Context: an optimization exercise on an open-source flow, tuned for small area. The choices shown serve that exercise and are no tape-out recipe. Function was checked by simulation only, so behaviour that the tests miss may differ from the original. In runs 1 to 3 and 6 the design's own scripts or RTL, not TritonCTS, make the clock network. The flow treats the clock pin as an ideal source. Dropping or thinning the clock tree relies on that and would not hold on a real chip. Power and IR drop assume default switching activity.

===== flow/design.v =====
module led_show(
    input clk,
    input rst,  
    output red,
    output green,
    output blue
);
reg [9:0]  r;
reg [6:0]  q;
reg [14:0] s;
reg [19:0] c;
reg [1:0]  ph;
reg        pend;
reg [4:0]  up;
reg        d0f;    
reg        d0b;    
wire r_tc  = r[9] & ~r[8] & ~r[7] & r[6] & r[5] & ~r[4] & r[3] & r[2] & r[1] & ~r[0];
wire q_top = q[6] & q[5] & q[2];    
wire s_tc  = s[14] & ~s[13] & ~s[12] & s[11] & ~s[9] & ~s[8] & ~s[6] & s[5] & s[4] & s[3] & s[2] & ~s[1] & ~s[0];
wire c_tc  = ~c[19] & c[17] & c[16] & ~c[15] & c[13] & ~c[12] & ~c[11] & ~c[10] & c[9] & ~c[8] & c[7] & c[6] & ~c[5] & ~c[4] & ~c[3] & ~c[2] & ~c[1] & c[0];
wire ph3   = ph[1] & ~ph[0];
wire ev    = s_tc & ~ph3;
wire r_ld = rst | r_tc | q_top;
wire s_ld = rst | s_tc;
wire c_ld = rst | c_tc | ph3;
always @(posedge clk) begin
    r <= ~({r[8:0], r[9] ^ r[6]} | {10{r_ld}});
    s <= ~({s[13:0], s[14] ^ s[13]} | {15{s_ld}});
    c <= ~({c[18:0], c[19] ^ c[16]} | {20{c_ld}});
    if (rst) q <= 7'd100;
    else if (q_top) q <= 7'd0;
    else if (r_tc) q <= q + 7'd1;
    if (rst) ph <= 2'b10;
    else if (c_tc | ph3) ph <= {ph[0], ~ph[1]};
    if (rst) pend <= 1'b0;
    else pend <= c_tc | (pend & ~ev);
    if (rst) begin
        up <= 5'd0;
        d0f <= 1'b1;
        d0b <= 1'b0;
    end else if (ev) begin
        if (pend) begin
            up <= 5'd1;
            d0f <= 1'b0;
            d0b <= up[0];
        end else begin
            up <= up + 5'd1;
        end
    end
end
wire p0 = ph == 2'b00, p1 = ph == 2'b01, p2 = ph == 2'b11;
wire r0 = pend ? p1 : p0;
wire r1 = pend ? p2 : p1;
wire r2 = pend ? (p0 | ph3) : (p2 | ph3);
wire [5:0] d0 = d0f ? 6'd50 : {5'b01111, d0b};
wire cu = q < {2'b00, up};
wire cd = ~q[6] & ({1'b0, q[5:0]} + {2'b00, up} < {1'b0, d0});
assign red   = (r0 & cd) | (r2 & cu);
assign green = (r0 & cu) | (r1 & cd);
assign blue  = (r1 & cu) | (r2 & cd);
endmodule

===== flow/flow/run.sh =====
#!/bin/bash
# Own layout flow: the standard ORFS flow (standard.sh) with
#  - synthesis through flow/synth.tcl: synth_recipe.tcl unchanged, but ABC maps
#    with several area-oriented scripts and the smallest result is kept, and
#    adders are left to ABC (no ha/fa extraction);
#  - port buffers of the smallest buffer (buf_1);
#  - a one-level clock tree built by flow/cts_pre.tcl (a few clkbuf cells fed
#    by the clock port, one per group of nearby flip-flops) in place of
#    TritonCTS's H-tree.
# Each tool's full output is in orfs/logs/ (ORFS's per-step logs) and make.log.
set -euo pipefail
W=$PWD
F=$W/flow
bash "$W/standard.sh" \
  "SYNTH_SCRIPT=$F/synth.tcl" \
  "ADDER_MAP_FILE=" \
  "BUFFER_PORTS_ARGS=-buffer_cell sky130_fd_sc_hd__buf_1" \
  "PRE_CTS_TCL=$F/cts_pre.tcl" \
  finish > "$W/make.log" 2>&1

===== flow/flow/cts_pre.tcl =====
# Clock tree: split the clock port's flip-flops into NGROUP groups of
# neighbours (quarters: halves by x, then by y; else slices by x) and give each group one
# clock buffer at its centre, driven by the clock port. TritonCTS is then
# skipped; the rest of ORFS's CTS step (legalisation, timing repair) runs.
set own_buf sky130_fd_sc_hd__clkbuf_8
set own_ngroup 3
set block [ord::get_db_block]
set master [[ord::get_db] findMaster $own_buf]
set clknet [[$block findBTerm clk] getNet]
proc own_x {it} { return [lindex [[$it getInst] getLocation] 0] }
proc own_y {it} { return [lindex [[$it getInst] getLocation] 1] }
proc own_slices {items key n} {
  set s [lsort -command [list apply [list {k a b} {expr {[$k $a] - [$k $b]}}] $key] $items]
  set m [llength $s]
  set out {}
  for {set g 0} {$g < $n} {incr g} {
    lappend out [lrange $s [expr {$g * $m / $n}] [expr {($g + 1) * $m / $n - 1}]]
  }
  return $out
}
set sinks [$clknet getITerms]
if { $own_ngroup == 4 } {
  set groups {}
  foreach half [own_slices $sinks own_x 2] {
    lappend groups {*}[own_slices $half own_y 2]
  }
} else {
  set groups [own_slices $sinks own_x $own_ngroup]
}
set gi 0
foreach grp $groups {
  set inst [odb::dbInst_create $block $master "clkbuf_own_$gi"]
  set net [odb::dbNet_create $block "clknet_own_$gi"]
  $net setSigType CLOCK
  set sx 0
  set sy 0
  foreach it $grp {
    $it disconnect
    $it connect $net
    set sx [expr {$sx + [own_x $it]}]
    set sy [expr {$sy + [own_y $it]}]
  }
  set k [llength $grp]
  $inst setLocation [expr {$sx / $k}] [expr {$sy / $k}]
  $inst setPlacementStatus PLACED
  [$inst findITerm A] connect $clknet
  [$inst findITerm X] connect $net
  incr gi
}
puts "own clock tree: $gi x $own_buf for [llength $sinks] sinks"
set_propagated_clock [all_clocks]
proc clock_tree_synthesis {args} {
  puts "clock_tree_synthesis skipped: clock tree built by cts_pre.tcl"
}

===== flow/flow/synth.tcl =====
# synth_recipe.tcl (the standard synthesis) with ABC's mapping changed: each
# ABC script below maps the same logic, and the smallest result (by the
# liberty cell area) is kept. Registers are mapped before ABC runs, so they
# are the standard synthesis's.
set ::own_dir [file dirname [file normalize [info script]]]
set ::own_abc_scripts {
  "strash; &get -n; &st; &dch -f; &nf -R 1000; &put; topo"
  "strash; &get -n; &st; &dch; &nf -R 1000; &put; topo"
  "strash; dch -f; amap; topo"
  "strash; dch -f; map -a; topo"
  "strash; dch -f; map -a; amap; topo"
  "strash; dc2; dch -f; amap; topo"
  "strash; dc2; dch -f; map -a; topo"
  "strash; ifraig; dch -f; map -a; topo"
  "strash; balance; rewrite; refactor; balance; rewrite -z; refactor -z; rewrite -z; balance; dch -f; map -a; topo"
  "strash; balance; rewrite; refactor; balance; rewrite -z; refactor -z; rewrite -z; balance; dch -f; amap; topo"
  "strash; dch -f; map -a; strash; dch -f; map -a; topo"
  "strash; &get -n; &st; &dch -f; &nf -R 1000 -E 100; &put; topo"
}
proc own_area {} {
  set st [tee -q -s result.string stat {*}$::lib_args]
  if { ![regexp {Chip area for module '[^']*': ([0-9.]+)} $st -> area] } {
    error "no area in stat output"
  }
  return $area
}
proc abc {args} {
  set i [lsearch -exact $args -script]
  if { $i < 0 } {
    yosys abc {*}$args
    return
  }
  yosys design -save own_pre_abc
  set best -1
  set best_area 0
  set n 0
  foreach body $::own_abc_scripts {
    set f [file join $::env(OBJECTS_DIR) "own_abc_$n.script"]
    set fh [open $f w]
    puts $fh [join [split $body ";"] "\n"]
    close $fh
    yosys design -load own_pre_abc
    lset args [expr { $i + 1 }] $f
    if { [catch { yosys abc {*}$args } err] } {
      puts "own abc script $n failed: $err"
    } else {
      yosys opt_clean -purge
      set area [own_area]
      puts "own abc script $n: area $area"
      if { $best < 0 || $area < $best_area } {
        set best $n
        set best_area $area
        yosys design -save own_best
      }
    }
    incr n
  }
  if { $best < 0 } {
    error "every ABC script failed"
  }
  yosys design -load own_best
  puts "own abc: kept script $best, area $best_area"
}
source [file join [file dirname $::own_dir] synth_recipe.tcl]

===== flow/standard.sh =====
#!/bin/bash
# synth_recipe.tcl (not shown) runs the flow's synth.tcl, then flattens the netlist and writes it again
# the make line also repeats each setting of config.mk as NAME=value (left out here)
make -C /OpenROAD-flow-scripts/flow DESIGN_CONFIG=/design/flow/config.mk WORK_HOME=/design/flow/orfs CLKGATE_MAP_FILE= SYNTH_SCRIPT=/design/flow/synth_recipe.tcl "${@:-finish}"

===== flow/config.mk =====
export PLATFORM = sky130hd
export DESIGN_NAME = led_show
export DESIGN_NICKNAME = led_show
export VERILOG_FILES = /design/flow/design.v
export SDC_FILE = /design/flow/constraint.sdc
export NUM_CORES = 4
export LEC_CHECK = 0
export CAP_MARGIN = 20
export CORE_MARGIN = 2
export CORE_UTILIZATION = 40
export PLACE_DENSITY = 0.85
export SLEW_MARGIN = 20

===== flow/constraint.sdc =====
create_clock -name core_clock -period 20.0 [get_ports {clk}]
set_input_delay 4.0000 -clock core_clock [delete_from_list [all_inputs] [get_ports {clk}]]
set_output_delay 4.0000 -clock core_clock [all_outputs]
set_load 0.01 [all_outputs]

==> results of run 1 <==
[flip-flops by register name (all words and copies together), names as in the netlist]
signal and flops:
r 10, up 5, d0b 1, d0f 1, pend 1, q 7
c 20, s 15, ph 2
[worst register-to-register path: cells and delay by family (launching register included)]
kind	cells	cell delay (ns)
simple gates	6	1.89
flops	1	0.32
compound gates	2	0.17
[layout make-up]
class | count | share of cell area
buffer | 3 | 0.0183
inverter | 6 | 0.00997
multi-input combinational | 163 | 0.377
sequential | 62 | 0.550
tap | 70 | 0.0388
timing repair buffer | 4 | 0.00665
[cell families (layout without fill, tap and decap cells)]
group	Yosys count	count (layout)	share of synthesized area
AOI/OAI and AO/OA	25	25	0.0763
xor gates and xnor gates	9	9	0.0373
adders and majority gates	1	1	0.00473
buffers and inverters	6	13	0.0107
DFF	62	62	0.587
and+or+nand+nor	128	128	0.284
[power by group through the flow]
stage	combinational, µW	sequential [µW]	clock (µW)
after floorplan	11.4	140	0
after global placement	13.5	142	0
after detailed placement	14.2	142	0
after CTS	14.3	139	43.7
after global routing	16.7	141	47.5
final	14.1	139	41.9
[layer usage]
layer	vias to the layer above	global-route usage	share of wire
met5	-	0	0
met4	0	0.0200	0.014
met3	5	0.00941	0.043
met2	27	0.219	0.48
met1	688	0.145	0.46
li1	789	-	-
[stage by stage]
step | cells | cell area, µm²
floorplan | 231 | 2110
global placement | 305 | 2220
detailed placement | 305 | 2220
CTS | 308 | 2260
global route | 308 | 2260
finish | 308 | 2260
[worst max-delay path by stage]
stage | slack, ns | from | depth (start not counted) | to
2_1_floorplan | 13.92 | up[1] | 9 | blue
3_3_place_gp | 13.80 | up[1] | 10 | blue
3_5_place_dp | 13.72 | up[1] | 10 | blue
4_1_cts | 13.51 | up[1] | 10 | blue
5_1_grt | 13.26 | up[1] | 10 | blue
6_report | 13.51 | up[1] | 10 | red
[cells in the final DEF, fill, tap and decap left out, types with 2 or more instances in the layout]
cell type | netlist | layout
o22ai_1 | 4 | 4
and2_0 | 4 | 4
nor4b_1 | 3 | 3
a21oi_1 | 4 | 4
nand2_1 | 21 | 21
xor2_1 | 4 | 4
or2_0 | 3 | 3
nand2b_1 | 4 | 4
nand3_1 | 3 | 3
o21ai_0 | 7 | 7
nor4_1 | 2 | 2
clkbuf_8 | 0 | 3
clkinv_1 | 6 | 6
a211oi_1 | 2 | 2
nor2b_1 | 7 | 7
dfxtp_1 | 62 | 62
and3_1 | 4 | 4
nand4_1 | 4 | 4
buf_1 | 0 | 4
xnor2_1 | 5 | 5
a32oi_1 | 2 | 2
nor2_1 | 59 | 59
nor3_1 | 10 | 10
==> flow_metrics.env, run 1 <==
export IMPL_status="no timing/DRC/antenna violations"
export IMPL_hpwl_um=2470
export IMPL_synth_most_common_cell="dfxtp_1"
export IMPL_tns_ns=0
export IMPL_netlist_area_um2=2110
export IMPL_synth_common_cells="dfxtp_1 (62), nor2_1 (59), nand2_1 (21)"
export IMPL_nFillCells=494
export IMPL_crit_required_ns=16.00
export IMPL_slowest_delay_ns=0.41
export IMPL_num_vias=1509
export IMPL_synth_top_area_frac=0.587
export IMPL_async_flop_share=0
export IMPL_drtPass1Iterations=4
export IMPL_peakVddDrop_v=0.0000532
export IMPL_yosysWarnings=1
export IMPL_p_int_uw=153
export IMPL_slowest_stage="maj3_1"
export IMPL_initial_utilization=0.414
export IMPL_syn_area_per_cell_um2=9.15
export IMPL_ff2ff_path_depth=8
export IMPL_via_per_inst=4.90
export IMPL_die_area_um2=5880
export IMPL_synth_edff_count=0
export IMPL_maxSlewHeadroom=0.498
export IMPL_port_buffers=4
export IMPL_clkLatencyLatePin_ns=0.17
export IMPL_post_drt_wl_per_cell_um=10.6
export IMPL_end_kind="primary output"
export IMPL_design_portCount=5
export IMPL_ctsResizeCount=0
export IMPL_synthesis_instances=231
export IMPL_pwr_share_clk=0.215
export IMPL_drive_gt1_frac=0.0126
export IMPL_die_w_um=76.7
export IMPL_rsz0062_at_grt="no"
export IMPL_min_to="s[11]"
export IMPL_area_growth_pct=6.80
export IMPL_cpLargestDelayFamily="compound AO/OA/AOI/OAI gates"
export IMPL_rows=26
export IMPL_worst_slack_ns=13.51
export IMPL_crit_chain="xnor2_1, o21ai_0, maj3_1, nand2b_1, a21oi_1, a221oi_1, nor2_1, a211o_1, o22ai_1, buf_1"
export IMPL_yosys_area_top_type="dfxtp_1"
export IMPL_worstHoldPathType="reg2reg"
export IMPL_diodes=0
export IMPL_power_density_nw_per_um2=86.5
export IMPL_comb_power_share=0.072
export IMPL_initialDrtViolationCount=114
export IMPL_seq_area_um2=1240
export IMPL_rrSetupSlack_ns=17.51
export IMPL_grt_pass1_wl_um=6020
export IMPL_cp_num_buf_inv=1
export IMPL_core_um2=5110
export IMPL_synth_seq_cells=62
export IMPL_worstHoldStart="s[10]"
export IMPL_grt_util_all_layers=0.116
export IMPL_mappedNetlistNets=233
export IMPL_reg2reg_from="r[8]"
export IMPL_synthTopCellsByArea="dfxtp_1 (59%), nor2_1 (10%), nand2_1 (3.7%)"
export IMPL_finalCriticalPeriod_ns=6.49
export IMPL_dp_slack_ns=13.72
export IMPL_die_h_um=76.7
export IMPL_switching_share=0.216
export IMPL_worstPathArrival_ns=2.49
export IMPL_worstMarginPinSlew_ns=0.743
export IMPL_setup_violations=0
export IMPL_switching_power_uw=42.2
export IMPL_period_share=0.325
export IMPL_pwr_share_seq=0.713
export IMPL_final_util=0.442
export IMPL_cts_hold_buf=0
export IMPL_power_uw=195
export IMPL_min_path_cells=1
export IMPL_drv_slew=0
export IMPL_whs_ns=0.391
export IMPL_maxCapViolations=0
export IMPL_antenna_left=0
export IMPL_r2r_end="q[5]"
export IMPL_antenna_found_initial=0
export IMPL_hold_viol_final=0
export IMPL_grt_max_degree=22
export IMPL_overflow=0
export IMPL_final_setup_skew_ns=0.00715
export IMPL_ys_flop_type="dfxtp_1"
export IMPL_cp_start_kind="flop"
export IMPL_ys_seq_area_frac=0.587
export IMPL_p_leak_uw=0.000867
export IMPL_fmax_mhz=154
export IMPL_grt_pass1_vias=1466
export IMPL_gp_congestion=0.747
export IMPL_path_clk_slew_ns=0.11
export IMPL_critical_path_class="reg2out"
export IMPL_drc=0
export IMPL_post_cts_setup_buffers=0
export IMPL_nNetsFinal=242
export IMPL_multi_input_area_um2=851
export IMPL_critPathMaxFanout=5
export IMPL_drt_total_wl_um=3280
export IMPL_yosysUniqueCellTypes=32
==> run 2, diff against run 1 <==
--- a/flow/config.mk
+++ b/flow/config.mk
@@ -8,5 +8,5 @@
 export CAP_MARGIN = 20
 export CORE_MARGIN = 2
 export CORE_UTILIZATION = 40
-export PLACE_DENSITY = 0.85
+export PLACE_DENSITY = 0.95
 export SLEW_MARGIN = 20
==> flow_metrics.env, run 2 <==
export IMPL_largest_reg_flops=20
export IMPL_drtPass1Iterations=4
export IMPL_core_um2=5110
export IMPL_status="no timing/DRC/antenna violations"
export IMPL_crit_required_ns=16.00
export IMPL_rows=26
export IMPL_rsz0062_at_grt="no"
export IMPL_synth_simple_area_share=0.284
export IMPL_gp_congestion=0.775
export IMPL_grt_pass1_vias=1461
export IMPL_top_layer="met4"
export IMPL_power_density_nw_per_um2=86.6
export IMPL_initialDrtViolationCount=55
export IMPL_ys_flop_type="dfxtp_1"
export IMPL_grt_max_degree=22
export IMPL_synth_compound_area_share=0.0763
export IMPL_reg_top3="c x20, s x15, r x10"
export IMPL_layout_commonest_cell="dfxtp_1"
export IMPL_ys_seq_area_frac=0.587
export IMPL_ctsResizeCount=0
export IMPL_port_buffers=4
export IMPL_cts_hold_buf=0
export IMPL_multi_input_area_um2=851
export IMPL_yosysUniqueCellTypes=32
export IMPL_final_setup_skew_ns=0.0123
export IMPL_worstMarginPinSlew_ns=0.751
export IMPL_worstHoldPathType="reg2reg"
export IMPL_synth_xor_area_share=0.0373
export IMPL_antenna_found_initial=0
export IMPL_die_w_um=76.7
export IMPL_drc=0
export IMPL_muxShareOfSynthArea=0
export IMPL_path_clk_slew_ns=0.12
export IMPL_netlist_area_um2=2110
export IMPL_worst_slack_ns=13.43
export IMPL_peakVddDrop_v=0.0000579
export IMPL_diodes=0
export IMPL_drt_total_wl_um=3420
export IMPL_setup_violations=0
export IMPL_fmax_mhz=152
export IMPL_mappedNetlistNets=233
export IMPL_met2_length_um=1650
export IMPL_place_area_um2=2220
export IMPL_cp_start_kind="flop"
export IMPL_die_area_um2=5880
export IMPL_layout_common_cells="dfxtp_1 (62), nor2_1 (59), nand2_1 (21)"
export IMPL_tns_ns=0
export IMPL_maxCapViolations=0
export IMPL_yosys_area_top_type="dfxtp_1"
export IMPL_critPathMaxFanout=5
export IMPL_clkLatencyLatePin_ns=0.17
export IMPL_maxSlewHeadroom=0.492
export IMPL_initial_utilization=0.414
export IMPL_post_cts_setup_buffers=0
export IMPL_grt_util_all_layers=0.115
export IMPL_async_flop_share=0
export IMPL_post_drt_wl_per_cell_um=11.1
export IMPL_grt_pass1_wl_um=5940
export IMPL_dp_cells=305
export IMPL_overflow=0
export IMPL_drv_slew=0
export IMPL_die_h_um=76.7
export IMPL_area_growth_pct=6.80
export IMPL_antenna_left=0
export IMPL_seq_area_um2=1240
export IMPL_finalCriticalPeriod_ns=6.57
export IMPL_dp_slack_ns=13.68
export IMPL_period_share=0.329
export IMPL_finalNonFillerCells=308
export IMPL_nFillCells=488
export IMPL_critical_path_class="reg2out"
export IMPL_hold_viol_final=0
export IMPL_met3WireLength_um=105
export IMPL_synth_edff_count=0
export IMPL_design_portCount=5
export IMPL_met1_length_um=1620
export IMPL_synth_most_common_cell="dfxtp_1"
export IMPL_synth_top_family_by_area="simple AND/OR/NAND/NOR gates"
export IMPL_syn_area_per_cell_um2=9.15
export IMPL_synth_common_cells="dfxtp_1 (62), nor2_1 (59), nand2_1 (21)"
export IMPL_synth_seq_cells=62
export IMPL_yosysWarnings=1
export IMPL_stdcell_area_um2=2260
export IMPL_synthTopCellsByArea="dfxtp_1 (59%), nor2_1 (10%), nand2_1 (3.7%)"
export IMPL_hpwl_um=2550
export IMPL_synth_top_area_frac=0.587
export IMPL_synthesis_instances=231
export IMPL_num_vias=1528
export IMPL_drive_gt1_frac=0.0126
export IMPL_largest_register="c"
export IMPL_via_per_inst=4.96
export IMPL_p_leak_uw=0.000867
export IMPL_nNetsFinal=242
export IMPL_synthAdderAreaFrac=0.00473
export IMPL_worstPathArrival_ns=2.57
export IMPL_end_kind="primary output"
run 2: area by class of cell:
type	instances	area share
flip-flops and latches	62	0.550
multi-input cells	163	0.377
well taps	70	0.0388
plain buffers	3	0.0183
inverters	6	0.00997
repair buffers	4	0.00665
run 2: worst paths after layout:
| check | from | end | slack, ns | cells after the start |
|---|---|---|---|---|
| worst max register to register | r[8] | q[5] | 17.59 | 8 |
| worst max-delay path | up[1] | blue | 13.43 | 10 |
| worst min register to register | c[18] | c[19] | 0.39 | 1 |
| worst min-delay path | c[18] | c[19] | 0.39 | 1 |
run 2: per-stage QoR:
stage	utilization	hold WS, ns	total power (µW)
2_1_floorplan	-	0.368	152
3_5_place_dp	0.434	0.372	156
4_1_cts	0.442	0.392	197
5_1_grt	0.442	0.407	204
6_report	0.442	0.393	196
3_3_place_gp	0.434	0.369	155
run 2: cells by family after synthesis:
group,after synthesis
buf+inv,6
xor+xnor,9
fa+ha+maj,1
compound gates,25
simple gates,128
flops,62
run 2: where the power goes:
part / leakage (µW) / switching [µW] / internal [µW]
logic: 0.000332 / 7.98 / 6.03
registers: 0.000513 / 6.38 / 133
clock network: 0.0000216 / 28.1 / 14.0
run 2: critical path, cell delays in order, from the launching register on:
cell	delay [ns]
dfxtp_1	0.37
xnor2_1	0.28
o21ai_0	0.20
maj3_1	0.41
nand2b_1	0.12
a21oi_1	0.08
a221oi_1	0.25
nor2_1	0.07
a211o_1	0.30
o22ai_1	0.15
buf_1	0.17
run 2: per-layer routing:
| metal | track usage | up-vias |
|---|---|---|
| met5 | 0 | - |
| met1 | 0.146 | 705 |
| met3 | 0.00941 | 7 |
| met4 | 0.0236 | 0 |
| li1 | - | 793 |
| met2 | 0.212 | 23 |
==> run 3, diff against run 2 <==
==> flow/design.v (replaced) <==
module led_show(
    input clk,
    input rst,  
    output red,
    output green,
    output blue
);
reg [9:0]  r;
reg [6:0]  q;
reg [14:0] s;
reg [19:0] c;
reg [1:0]  ph;
reg        pend;
reg [4:0]  up;
reg        d0f;    
reg        d0b;    
wire r_tc  = r[9] & ~r[8] & r[7] & ~r[6] & r[5] & ~r[4] & ~r[2] & r[1];
wire q_top = q[6] & q[5] & q[2];    
wire s_tc  = ~s[14] & s[13] & ~s[12] & s[11] & ~s[10] & s[9] & ~s[8] & s[7] & s[5] & s[3] & s[1];
wire c_tc  = ~c[19] & ~c[18] & c[17] & c[16] & ~c[15] & c[14] & c[13] & ~c[12] & ~c[11] & ~c[10] & c[9] & ~c[8] & ~c[7] & c[5] & c[4] & c[3];
wire ph3   = ph[1] & ~ph[0];
wire ev    = s_tc & ~ph3;
always @(posedge clk) begin
    if (rst | r_tc | q_top) r <= 10'd691;
    else r <= ~{r[8:0], r[9] ^ r[6]};
    if (rst | s_tc) s <= 15'd9555;
    else s <= ~{s[13:0], s[14] ^ s[13]};
    if (rst | c_tc | ph3) c <= 20'd864461;
    else c <= ~{c[18:0], c[19] ^ c[16]};
    if (rst) q <= 7'd100;
    else if (q_top) q <= 7'd0;
    else if (r_tc) q <= q + 7'd1;
    if (rst) ph <= 2'b10;
    else if (c_tc | ph3) ph <= {ph[0], ~ph[1]};
    if (rst) pend <= 1'b0;
    else pend <= c_tc | (pend & ~ev);
    if (rst) begin
        up <= 5'd0;
        d0f <= 1'b1;
    end else if (ev) begin
        if (pend) begin
            up <= 5'd1;
            d0f <= 1'b0;
            d0b <= up[0];
        end else begin
            up <= up + 5'd1;
        end
    end
end
wire p0 = ph == 2'b00, p1 = ph == 2'b01, p2 = ph == 2'b11;
wire r0 = pend ? p1 : p0;
wire r1 = pend ? p2 : p1;
wire r2 = pend ? (p0 | ph3) : (p2 | ph3);
wire [7:0] qu = {1'b0, q} + {3'b000, up};
wire cu = q < {2'b00, up};
wire cd = d0f ? (qu < 8'd50) : (qu < {7'b0001111, d0b});
assign red   = (r0 & cd) | (r2 & cu);
assign green = (r0 & cu) | (r1 & cd);
assign blue  = (r1 & cu) | (r2 & cd);
endmodule
--- a/flow/flow/synth.tcl
+++ b/flow/flow/synth.tcl
@@ -16,6 +16,25 @@
   "strash; balance; rewrite; refactor; balance; rewrite -z; refactor -z; rewrite -z; balance; dch -f; amap; topo"
   "strash; dch -f; map -a; strash; dch -f; map -a; topo"
   "strash; &get -n; &st; &dch -f; &nf -R 1000 -E 100; &put; topo"
+  "strash; &get -n; &st; &dch -f; &nf -R 1000 -p; &put; topo"
+  "strash; &get -n; &st; &dch -f; &nf -R 1000 -F 8 -A 4; &put; topo"
+  "strash; &get -n; &st; &dch -f; &nf -R 1000 -Q 10; &put; topo"
+  "strash; &get -n; &st; &dch -f; &nf -R 1000 -C 32; &put; topo"
+  "strash; &get -n; &st; &dch -f; &nf -R 1000 -k; &put; topo"
+  "strash; &get -n; &st; &syn2; &dch -f; &nf -R 1000; &put; topo"
+  "strash; &get -n; &st; &synch2; &nf -R 1000; &put; topo"
+  "strash; &get -n; &st; &syn3; &dch -f; &nf -R 1000; &put; topo"
+  "strash; &get -n; &st; &b; &dch -f; &nf -R 1000; &put; topo"
+  "strash; dch; amap; topo"
+  "strash; dch; map -a; topo"
+  "strash; dc2; dc2; dch -f; map -a; topo"
+  "strash; dc2; dc2; dch -f; amap; topo"
+  "strash; rewrite; refactor; rewrite -z; dch -f; map -a; topo"
+  "strash; rewrite; refactor; rewrite -z; dch -f; amap; topo"
+  "strash; dch -f; map -a -B 0; topo"
+  "strash; &get -n; &st; &dch -f -r; &nf -R 1000; &put; topo"
+  "strash; &get -n; &st; &dc2; &dch -f; &nf -R 1000; &put; topo"
+  "strash; dc2; dch -f; map -a; strash; dch -f; amap; topo"
 }
 proc own_area {} {
   set st [tee -q -s result.string stat {*}$::lib_args]
--- a/flow/config.mk
+++ b/flow/config.mk
@@ -8,5 +8,5 @@
 export CAP_MARGIN = 20
 export CORE_MARGIN = 2
 export CORE_UTILIZATION = 40
-export PLACE_DENSITY = 0.95
+export PLACE_DENSITY = 0.85
 export SLEW_MARGIN = 20
==> flow_metrics.env, run 3 <==
export IMPL_status="no timing/DRC/antenna violations"
export IMPL_post_drt_wl_per_cell_um=11.1
export IMPL_drive_gt1_frac=0.0161
export IMPL_slowest_stage="o311ai_0"
export IMPL_layout_common_cells="dfxtp_1 (61), nor2_1 (51), nand2_1 (28)"
export IMPL_area_growth_pct=7.18
export IMPL_synth_top_area_frac=0.579
export IMPL_grt_util_all_layers=0.123
export IMPL_end_kind="primary output"
export IMPL_mappedNetlistNets=243
export IMPL_p_leak_uw=0.000792
export IMPL_drtPass1Iterations=4
export IMPL_power_uw=191
export IMPL_r2r_end="q[5]"
export IMPL_netlist_area_um2=2110
export IMPL_slowest_delay_ns=0.53
export IMPL_largest_reg_flops=20
export IMPL_ctsResizeCount=0
export IMPL_die_h_um=76.6
export IMPL_dp_cells=316
export IMPL_period_share=0.330
export IMPL_synth_common_cells="dfxtp_1 (61), nor2_1 (51), nand2_1 (28)"
export IMPL_reg2reg_from="r[4]"
export IMPL_async_flop_share=0
export IMPL_ys_flop_type="dfxtp_1"
export IMPL_setup_violations=0
export IMPL_gp_congestion=0.816
export IMPL_ff2ff_path_depth=11
export IMPL_synth_seq_cells=62
export IMPL_path_clk_slew_ns=0.12
export IMPL_stdcell_area_um2=2260
export IMPL_syn_area_per_cell_um2=8.75
export IMPL_largest_register="c"
export IMPL_port_buffers=4
export IMPL_seq_area_um2=1250
export IMPL_initialDrtViolationCount=100
export IMPL_rsz0062_at_grt="no"
export IMPL_drv_slew=0
export IMPL_finalCriticalPeriod_ns=6.60
export IMPL_die_area_um2=5870
export IMPL_yosys_area_top_type="dfxtp_1"
export IMPL_power_density_nw_per_um2=84.6
export IMPL_critical_path_class="reg2out"
export IMPL_crit_required_ns=16.00
export IMPL_rrSetupSlack_ns=17.58
export IMPL_hold_viol_final=0
export IMPL_antenna_left=0
export IMPL_nNetsFinal=253
export IMPL_place_area_um2=2220
export IMPL_design_portCount=5
export IMPL_cp_num_buf_inv=2
export IMPL_yosysWarnings=1
export IMPL_maxCapViolations=0
export IMPL_worstHoldStart="c[2]"
export IMPL_nFillCells=507
export IMPL_grt_max_degree=22
export IMPL_hpwl_um=2680
export IMPL_worstMarginPinSlew_ns=0.762
export IMPL_synth_most_common_cell="dfxtp_1"
export IMPL_min_to="c[3]"
export IMPL_core_um2=5110
export IMPL_layout_commonest_cell="dfxtp_1"
export IMPL_whs_ns=0.375
export IMPL_num_vias=1598
export IMPL_crit_chain="clkinv_1, o2bb2ai_1, a22oi_1, o22ai_1, a22oi_1, nand2_1, o21ai_0, o311ai_0, o22ai_1, buf_1"
export IMPL_grt_pass1_wl_um=6300
export IMPL_clkLatencyLatePin_ns=0.18
export IMPL_cpLargestDelayFamily="compound AO/OA/AOI/OAI gates"
export IMPL_cp_start_kind="flop"
export IMPL_synthAdderAreaFrac=0
export IMPL_ys_seq_area_frac=0.593
export IMPL_fmax_mhz=151
export IMPL_muxShareOfSynthArea=0
export IMPL_synthTopCellsByArea="dfxtp_1 (58%), nor2_1 (9.1%), nand2_1 (5.0%)"
export IMPL_final_setup_skew_ns=0.0191
export IMPL_worstHoldPathType="reg2reg"
export IMPL_initial_utilization=0.413
export IMPL_overflow=0
export IMPL_synth_xor_area_share=0.00415
export IMPL_finalNonFillerCells=319
export IMPL_antenna_found_initial=0
export IMPL_grt_pass1_vias=1489
export IMPL_tns_ns=0
export IMPL_synth_compound_area_share=0.135
export IMPL_post_cts_setup_buffers=0
export IMPL_synth_top_family_by_area="simple AND/OR/NAND/NOR gates"
export IMPL_worstPathArrival_ns=2.60
export IMPL_synth_edff_count=1
export IMPL_synth_simple_area_share=0.234
export IMPL_critPathMaxFanout=6
export IMPL_rows=26
export IMPL_multi_input_area_um2=787
export IMPL_drt_total_wl_um=3530
export IMPL_yosysUniqueCellTypes=26
export IMPL_via_per_inst=5.01
export IMPL_drc=0
export IMPL_cts_hold_buf=0
export IMPL_maxSlewHeadroom=0.487
export IMPL_min_path_cells=1
export IMPL_diodes=0
export IMPL_synthesis_instances=241
export IMPL_peakVddDrop_v=0.0000890
export IMPL_die_w_um=76.6
export IMPL_reg_top3="c x20, s x15, r x10"
==> run 3: cell count changes in the layout (fill, tap and decap cells not counted), moves of 6 or more <==
cell and change:
clkinv_1 +13, nand3_1 +9, nor2_1 -8, o21ai_0 +8
nand2_1 +7, nor2b_1 -6
==> run 3: cells by family (layout without fill, tap and decap cells) <==
kind of cell	after synthesis	in the layout
and+or+nand+nor	114	114
DFF	62	62
buffers and inverters	19	27
xor gates and xnor gates	1	1
AOI/OAI and AO/OA	45	45
==> run 3: worst register-to-register path: stages, from the launching register on <==
cell and delay, ns:
dfxtp_1 0.33, or4b_1 0.50, nor3_1 0.19, clkinv_1 0.26
nor2_1 0.22, nand2_1 0.11, nor2_1 0.16, nand2_1 0.10
nor2_1 0.19, nand2_1 0.10, o211ai_1 0.09, nand2_1 0.07
==> run 3: worst max path at each step <==
stage	startpoint	depth (start not counted)	slack (ns)	endpoint
floorplan	up[1]	8	14.01	green
finish	up[1]	10	13.40	green
global route	up[1]	10	13.00	green
detailed placement	up[1]	10	13.65	green
CTS	up[1]	10	13.42	green
global placement	up[1]	9	13.76	green
==> run 3: final cells by class <==
cell class	count	share of cell area
multi-input combinational	160	0.348
tap	70	0.0387
sequential	62	0.553
inverter	19	0.0315
buffer	3	0.0183
timing repair buffer	5	0.00996
==> run 3: stage by stage <==
stage,utilization,setup WS [ns]
floorplan,-,14.01
global placement,0.435,13.76
detailed placement,0.435,13.65
CTS,0.443,13.42
global route,0.443,13.00
finish,0.443,13.40
==> run 3: routing by layer <==
layer | track usage | vias to the layer above | wire (µm)
li1 | - | 854 | -
met1 | 0.157 | 723 | 1690
met2 | 0.233 | 16 | 1700
met3 | 0.0118 | 5 | 97
met4 | 0.0127 | 0 | 44
met5 | 0 | - | 0
==> run 3: power breakdown <==
part	internal [µW]	switching, µW	total, µW
logic	5.44	9.08	14.5
clock network	14.1	28.7	42.7
registers	130	3.98	134
==> run 4, diff against run 3 <==
==> flow/flow/run.sh (replaced) <==
#!/bin/bash
# Own layout flow: the standard ORFS flow (standard.sh) with
#  - synthesis through flow/synth.tcl: synth_recipe.tcl unchanged, but ABC maps
#    with several area-oriented scripts and the smallest result is kept, and
#    adders are left to ABC (no ha/fa extraction);
#  - port buffers of the smallest buffer (buf_1);
#  - a one-level clock tree: flow/clock_pre.tcl gives each group of
#    flip-flops (by register) a clock buffer fed by the clock port, before
#    placement; flow/cts_pre.tcl then skips TritonCTS.
# Each tool's full output is in orfs/logs/ (ORFS's per-step logs) and make.log.
set -euo pipefail
W=$PWD
F=$W/flow
bash "$W/standard.sh" \
  "SYNTH_SCRIPT=$F/synth.tcl" \
  "ADDER_MAP_FILE=" \
  "BUFFER_PORTS_ARGS=-buffer_cell sky130_fd_sc_hd__buf_1" \
  "POST_FLOORPLAN_TCL=$F/clock_pre.tcl" \
  "PRE_CTS_TCL=$F/cts_pre.tcl" \
  finish > "$W/make.log" 2>&1
==> flow/flow/clock_pre.tcl (new file) <==
# Clock buffers, inserted after floorplanning so that placement pulls each
# group of flip-flops to its buffer. Each group (by register name) gets one
# clock buffer driven by the clock port; TritonCTS is skipped later
# (cts_pre.tcl). The buffers are marked dont-touch so that the placement
# step's buffer removal keeps them.
set own_groups {
  {sky130_fd_sc_hd__clkbuf_8 {c ph pend}}
  {sky130_fd_sc_hd__clkbuf_8 {s up d0f d0b}}
  {sky130_fd_sc_hd__clkbuf_8 {r q}}
}
set block [ord::get_db_block]
set clknet [[$block findBTerm clk] getNet]
set sinks [$clknet getITerms]
set gi 0
set placed 0
foreach grp $own_groups {
  lassign $grp cell names
  set master [[ord::get_db] findMaster $cell]
  set inst [odb::dbInst_create $block $master "clkbuf_own_$gi"]
  $inst setDoNotTouch 1
  set net [odb::dbNet_create $block "clknet_own_$gi"]
  $net setSigType CLOCK
  [$inst findITerm A] connect $clknet
  [$inst findITerm X] connect $net
  foreach it $sinks {
    set base [regsub {(\[[0-9]+\])?\$.*$} [[$it getInst] getName] ""]
    if { [lsearch -exact $names $base] >= 0 } {
      $it disconnect
      $it connect $net
      incr placed
    }
  }
  incr gi
}
if { $placed != [llength $sinks] } {
  error "clock_pre.tcl: grouped $placed of [llength $sinks] clock sinks"
}
puts "own clock tree: $gi buffers for $placed sinks"
==> flow/flow/cts_pre.tcl (replaced) <==
# The clock tree was built by clock_pre.tcl after floorplanning: skip
# TritonCTS; the rest of ORFS's CTS step (legalisation, timing repair) runs.
set_propagated_clock [all_clocks]
proc clock_tree_synthesis {args} {
  puts "clock_tree_synthesis skipped: clock tree built by clock_pre.tcl"
}
--- a/flow/config.mk
+++ b/flow/config.mk
@@ -8,5 +8,4 @@
 export CAP_MARGIN = 20
 export CORE_MARGIN = 2
 export CORE_UTILIZATION = 40
-export PLACE_DENSITY = 0.85
 export SLEW_MARGIN = 20
==> flow_metrics.env, run 4 <==
export IMPL_synthesis_instances=241
export IMPL_yosysUniqueCellTypes=26
export IMPL_status="did not finish"
export IMPL_muxShareOfSynthArea=0
export IMPL_die_w_um=76.6
export IMPL_ys_seq_area_frac=0.593
export IMPL_yosys_area_top_type="dfxtp_1"
export IMPL_stop_stage="2_1_floorplan"
export IMPL_async_flop_share=0
export IMPL_synth_compound_area_share=0.135
export IMPL_synth_seq_cells=62
export IMPL_synth_edff_count=1
export IMPL_yosysWarnings=1
export IMPL_synth_top_family_by_area="simple AND/OR/NAND/NOR gates"
export IMPL_synth_most_common_cell="dfxtp_1"
export IMPL_rows=26
export IMPL_synth_xor_area_share=0.00415
export IMPL_firstError="[ERROR ODB-0369] Attempt to connect iterm of dont_touch instance clkbuf_own_0"
export IMPL_die_h_um=76.6
export IMPL_synth_common_cells="dfxtp_1 (61), nor2_1 (51), nand2_1 (28)"
export IMPL_mappedNetlistNets=243
export IMPL_syn_area_per_cell_um2=8.75
export IMPL_synthAdderAreaFrac=0
export IMPL_synthTopCellsByArea="dfxtp_1 (58%), nor2_1 (9.1%), nand2_1 (5.0%)"
export IMPL_initial_utilization=0.413
export IMPL_synth_top_area_frac=0.579
export IMPL_netlist_area_um2=2110
export IMPL_ys_flop_type="dfxtp_1"
export IMPL_synth_simple_area_share=0.234
[run 4: logic make-up after synthesis]
family	count (synthesis)
AO/OA/AOI/OAI	45
XOR/XNOR	1
buffers and inverters	19
flip-flops	62
AND/OR/NAND/NOR	114
==> run 5, diff against run 4 <==
--- a/flow/flow/clock_pre.tcl
+++ b/flow/flow/clock_pre.tcl
@@ -17,7 +17,6 @@
   lassign $grp cell names
   set master [[ord::get_db] findMaster $cell]
   set inst [odb::dbInst_create $block $master "clkbuf_own_$gi"]
-  $inst setDoNotTouch 1
   set net [odb::dbNet_create $block "clknet_own_$gi"]
   $net setSigType CLOCK
   [$inst findITerm A] connect $clknet
@@ -30,6 +29,7 @@
       incr placed
     }
   }
+  $inst setDoNotTouch 1
   incr gi
 }
 if { $placed != [llength $sinks] } {
==> flow_metrics.env, run 5 <==
export IMPL_status="did not finish"
export IMPL_stop_stage="2_1_floorplan"
export IMPL_firstError="Error: floorplan.tcl, 161 clock_pre.tcl: grouped 3 of 62 clock sinks"
export IMPL_synth_common_cells="dfxtp_1 (61), nor2_1 (51), nand2_1 (28)"
export IMPL_die_h_um=76.6
export IMPL_synth_most_common_cell="dfxtp_1"
export IMPL_synth_edff_count=1
export IMPL_muxShareOfSynthArea=0
export IMPL_synthTopCellsByArea="dfxtp_1 (58%), nor2_1 (9.1%), nand2_1 (5.0%)"
export IMPL_synthesis_instances=241
export IMPL_synthAdderAreaFrac=0
export IMPL_synth_top_family_by_area="simple AND/OR/NAND/NOR gates"
export IMPL_ys_seq_area_frac=0.593
export IMPL_synth_xor_area_share=0.00415
export IMPL_yosysUniqueCellTypes=26
export IMPL_rows=26
export IMPL_die_w_um=76.6
export IMPL_mappedNetlistNets=243
export IMPL_synth_compound_area_share=0.135
export IMPL_async_flop_share=0
export IMPL_synth_top_area_frac=0.579
export IMPL_initial_utilization=0.413
export IMPL_syn_area_per_cell_um2=8.75
export IMPL_synth_seq_cells=62
export IMPL_synth_simple_area_share=0.234
export IMPL_yosys_area_top_type="dfxtp_1"
export IMPL_yosysWarnings=1
export IMPL_ys_flop_type="dfxtp_1"
export IMPL_netlist_area_um2=2110
-- run 5: cell families after synthesis --
group | count (synthesis)
AND/OR/NAND/NOR | 114
flip-flops | 62
AO/OA/AOI/OAI | 45
buffers and inverters | 19
XOR/XNOR | 1
==> run 6, diff against run 5 <==
--- a/flow/flow/clock_pre.tcl
+++ b/flow/flow/clock_pre.tcl
@@ -22,7 +22,7 @@
   [$inst findITerm A] connect $clknet
   [$inst findITerm X] connect $net
   foreach it $sinks {
-    set base [regsub {(\[[0-9]+\])?\$.*$} [[$it getInst] getName] ""]
+    set base [regsub {[\\\[$].*$} [[$it getInst] getName] ""]
     if { [lsearch -exact $names $base] >= 0 } {
       $it disconnect
       $it connect $net
--- a/flow/config.mk
+++ b/flow/config.mk
@@ -8,4 +8,5 @@
 export CAP_MARGIN = 20
 export CORE_MARGIN = 2
 export CORE_UTILIZATION = 40
+export PLACE_DENSITY = 0.85
 export SLEW_MARGIN = 20
==> flow_metrics.env, run 6 <==
export IMPL_status="no timing/DRC/antenna violations"
export IMPL_critPathMaxFanout=6
export IMPL_diodes=0
export IMPL_rrSetupSlack_ns=17.56
export IMPL_rows=26
export IMPL_worstHoldStart="c[6]"
export IMPL_power_density_nw_per_um2=84.7
export IMPL_hpwl_um=2770
export IMPL_grt_pass1_vias=1492
export IMPL_crit_chain="clkinv_1, o2bb2ai_1, a22oi_1, o22ai_1, a22oi_1, nand2_1, o21ai_0, o311ai_0, o22ai_1, buf_1"
export IMPL_grt_max_degree=24
export IMPL_drc=0
export IMPL_synthesis_instances=241
export IMPL_peakVddDrop_v=0.0000343
export IMPL_die_w_um=76.6
export IMPL_cts_hold_buf=0
export IMPL_switching_share=0.219
export IMPL_antenna_left=0
export IMPL_ys_seq_area_frac=0.593
export IMPL_comb_power_share=0.076
export IMPL_maxSlewHeadroom=0.465
export IMPL_pwr_share_seq=0.700
export IMPL_finalNonFillerCells=319
export IMPL_initialDrtViolationCount=66
export IMPL_yosysUniqueCellTypes=26
export IMPL_design_portCount=5
export IMPL_synthTopCellsByArea="dfxtp_1 (58%), nor2_1 (9.1%), nand2_1 (5.0%)"
export IMPL_p_int_uw=150
export IMPL_via_per_inst=5.05
export IMPL_slowest_stage="o311ai_0"
export IMPL_maxCapViolations=0
export IMPL_num_vias=1611
export IMPL_post_cts_setup_buffers=0
export IMPL_drive_gt1_frac=0.0161
export IMPL_nFillCells=529
export IMPL_initial_utilization=0.413
export IMPL_netlist_area_um2=2110
export IMPL_synth_compound_area_share=0.135
export IMPL_tns_ns=0
export IMPL_cp_num_buf_inv=2
export IMPL_die_h_um=76.6
export IMPL_pwr_share_clk=0.223
export IMPL_antenna_found_initial=0
export IMPL_period_share=0.330
export IMPL_synth_top_area_frac=0.579
export IMPL_stdcell_area_um2=2260
export IMPL_worstMarginPinSlew_ns=0.795
export IMPL_switching_power_uw=42.0
export IMPL_drt_total_wl_um=3420
export IMPL_reg2reg_from="r[4]"
export IMPL_min_to="c[7]"
export IMPL_mappedNetlistNets=243
export IMPL_ys_flop_type="dfxtp_1"
export IMPL_dp_cells=319
export IMPL_synth_most_common_cell="dfxtp_1"
export IMPL_fmax_mhz=152
export IMPL_synth_common_cells="dfxtp_1 (61), nor2_1 (51), nand2_1 (28)"
export IMPL_core_um2=5110
export IMPL_cp_start_kind="flop"
export IMPL_p_leak_uw=0.000792
export IMPL_syn_area_per_cell_um2=8.75
export IMPL_clkLatencyLatePin_ns=0.17
export IMPL_post_drt_wl_per_cell_um=10.7
export IMPL_crit_required_ns=16.00
export IMPL_reg_top3="c x20, s x15, r x10"
export IMPL_slowest_delay_ns=0.55
export IMPL_cpLargestDelayFamily="compound AO/OA/AOI/OAI gates"
export IMPL_grt_pass1_wl_um=6040
export IMPL_ctsResizeCount=0
export IMPL_finalCriticalPeriod_ns=6.60
export IMPL_worstHoldPathType="reg2reg"
export IMPL_place_area_um2=2260
export IMPL_rsz0062_at_grt="no"
export IMPL_min_path_cells=1
export IMPL_synthAdderAreaFrac=0
export IMPL_setup_violations=0
export IMPL_nNetsFinal=253
export IMPL_layout_commonest_cell="dfxtp_1"
export IMPL_r2r_end="q[5]"
export IMPL_overflow=0
export IMPL_largest_register="c"
export IMPL_ff2ff_path_depth=11
export IMPL_drv_slew=0
export IMPL_path_clk_slew_ns=0.12
export IMPL_async_flop_share=0
export IMPL_port_buffers=4
export IMPL_end_kind="primary output"
export IMPL_largest_reg_flops=20
export IMPL_yosys_area_top_type="dfxtp_1"
export IMPL_drtPass1Iterations=4
export IMPL_grt_util_all_layers=0.117
export IMPL_critical_path_class="reg2out"
export IMPL_synth_simple_area_share=0.234
export IMPL_worstPathArrival_ns=2.60
export IMPL_muxShareOfSynthArea=0
export IMPL_final_setup_skew_ns=0.00508
export IMPL_synth_xor_area_share=0.00415
export IMPL_die_area_um2=5870
export IMPL_hold_viol_final=0
export IMPL_yosysWarnings=1
export IMPL_area_growth_pct=7.18
export IMPL_synth_seq_cells=62
export IMPL_synth_edff_count=1
export IMPL_layout_common_cells="dfxtp_1 (61), nor2_1 (51), nand2_1 (28)"
export IMPL_synth_top_family_by_area="simple AND/OR/NAND/NOR gates"
export IMPL_gp_congestion=0.825
==> run 6: cell counts after synthesis <==
No cell type changed its count.
==> run 6: worst max path at each step <==
stage | from | to | slack, ns | depth (start not counted)
2_1_floorplan | up[1] | green | 14.01 | 8
3_3_place_gp | up[1] | green | 13.76 | 9
3_5_place_dp | up[1] | green | 13.62 | 10
4_1_cts | up[1] | green | 13.41 | 10
5_1_grt | up[1] | green | 12.99 | 10
6_report | up[1] | green | 13.40 | 10
==> run 6: logic make-up (layout without fill, tap and decap cells) <==
family,count (synthesis),in the layout
buf+inv,19,27
xor+xnor,1,1
compound gates,45,45
simple gates,114,114
flops,62,62
==> run 6: stage by stage <==
step	util	worst slack [ns]	power [µW]	hold slack (ns)
after floorplan	-	14.01	147	0.343
after global placement	0.443	13.76	184	0.353
after detailed placement	0.443	13.62	184	0.355
after CTS	0.443	13.41	193	0.385
after global routing	0.443	12.99	200	0.390
final	0.443	13.40	192	0.381
==> run 6: worst register-to-register path, cell delays in order, from the launching register on <==
cell      delay, ns
dfxtp_1        0.32
or4b_1         0.50
nor3_1         0.24
clkinv_1       0.27
nor2_1         0.21
nand2_1        0.11
nor2_1         0.16
nand2_1        0.10
nor2_1         0.16
nand2_1        0.09
o211ai_1       0.09
nand2_1        0.07
==> run 6: routing by layer <==
| metal | vias to the layer above | share of wire | GRT usage |
|---|---|---|---|
| li1 | 855 | - | - |
| met1 | 738 | 0.48 | 0.149 |
| met2 | 16 | 0.50 | 0.219 |
| met3 | 2 | 0.014 | 0.00474 |
| met4 | 0 | 0.0050 | 0.0200 |
| met5 | - | 0 | 0 |
==> run 6: final cells by class <==
cell class	count	area [µm²]	share of cell area
inverters	19	71.3	0.0315
multi-input cells	160	787	0.348
flip-flops and latches	62	1250	0.553
well taps	70	87.6	0.0387
plain buffers	3	41.3	0.0183
repair buffers	5	22.5	0.00996
==> run 6: power groups by stage <==
stage / registers (µW) / clock network [µW] / logic, µW
after global routing: 135 / 48.4 / 16.9
after detailed placement: 137 / 32.6 / 14.7
after floorplan: 136 / 0 / 11.4
final: 134 / 42.8 / 14.6
after global placement: 137 / 32.6 / 14.2
after CTS: 134 / 43.8 / 14.8

[separate check: timing with driven ports]
No port has a modelled driver above. Below, the same layouts with a new extraction and two added sets of constraints. Step 1 (the two cells are an assumption about what drives the block):
set clk [get_ports {clk}]
set_driving_cell -lib_cell sky130_fd_sc_hd__clkbuf_16 $clk
set_driving_cell -lib_cell sky130_fd_sc_hd__buf_2 [delete_from_list [all_inputs] $clk]
Step 2 adds t to the input delays and takes it off the output delays; t is the mean of the earliest and latest rising clock arrival at the registers after step 1. Input paths then give back, and output paths get back, about the clock's delay inside the block. Three values: no drivers, after step 1, after step 2; two values: the first two.
run | t, ns | setup WS [ns] | hold WS [ns] | worst setup path at the end | worst register clock-pin slew, ns
run 1 | 0.207 | 13.506 / 13.463 / 13.669 | 0.391 / 0.391 / 0.391 | register to output | 0.11 / 0.11
run 2 | 0.205 | 13.428 / 13.387 / 13.592 | 0.393 / 0.393 / 0.393 | register to output | 0.12 / 0.12
run 3 | 0.208 | 13.398 / 13.355 / 13.563 | 0.375 / 0.375 / 0.375 | register to output | 0.12 / 0.12
run 6 | 0.196 | 13.403 / 13.372 / 13.568 | 0.381 / 0.381 / 0.381 | register to output | 0.12 / 0.12
After both steps every run listed still meets setup and hold.
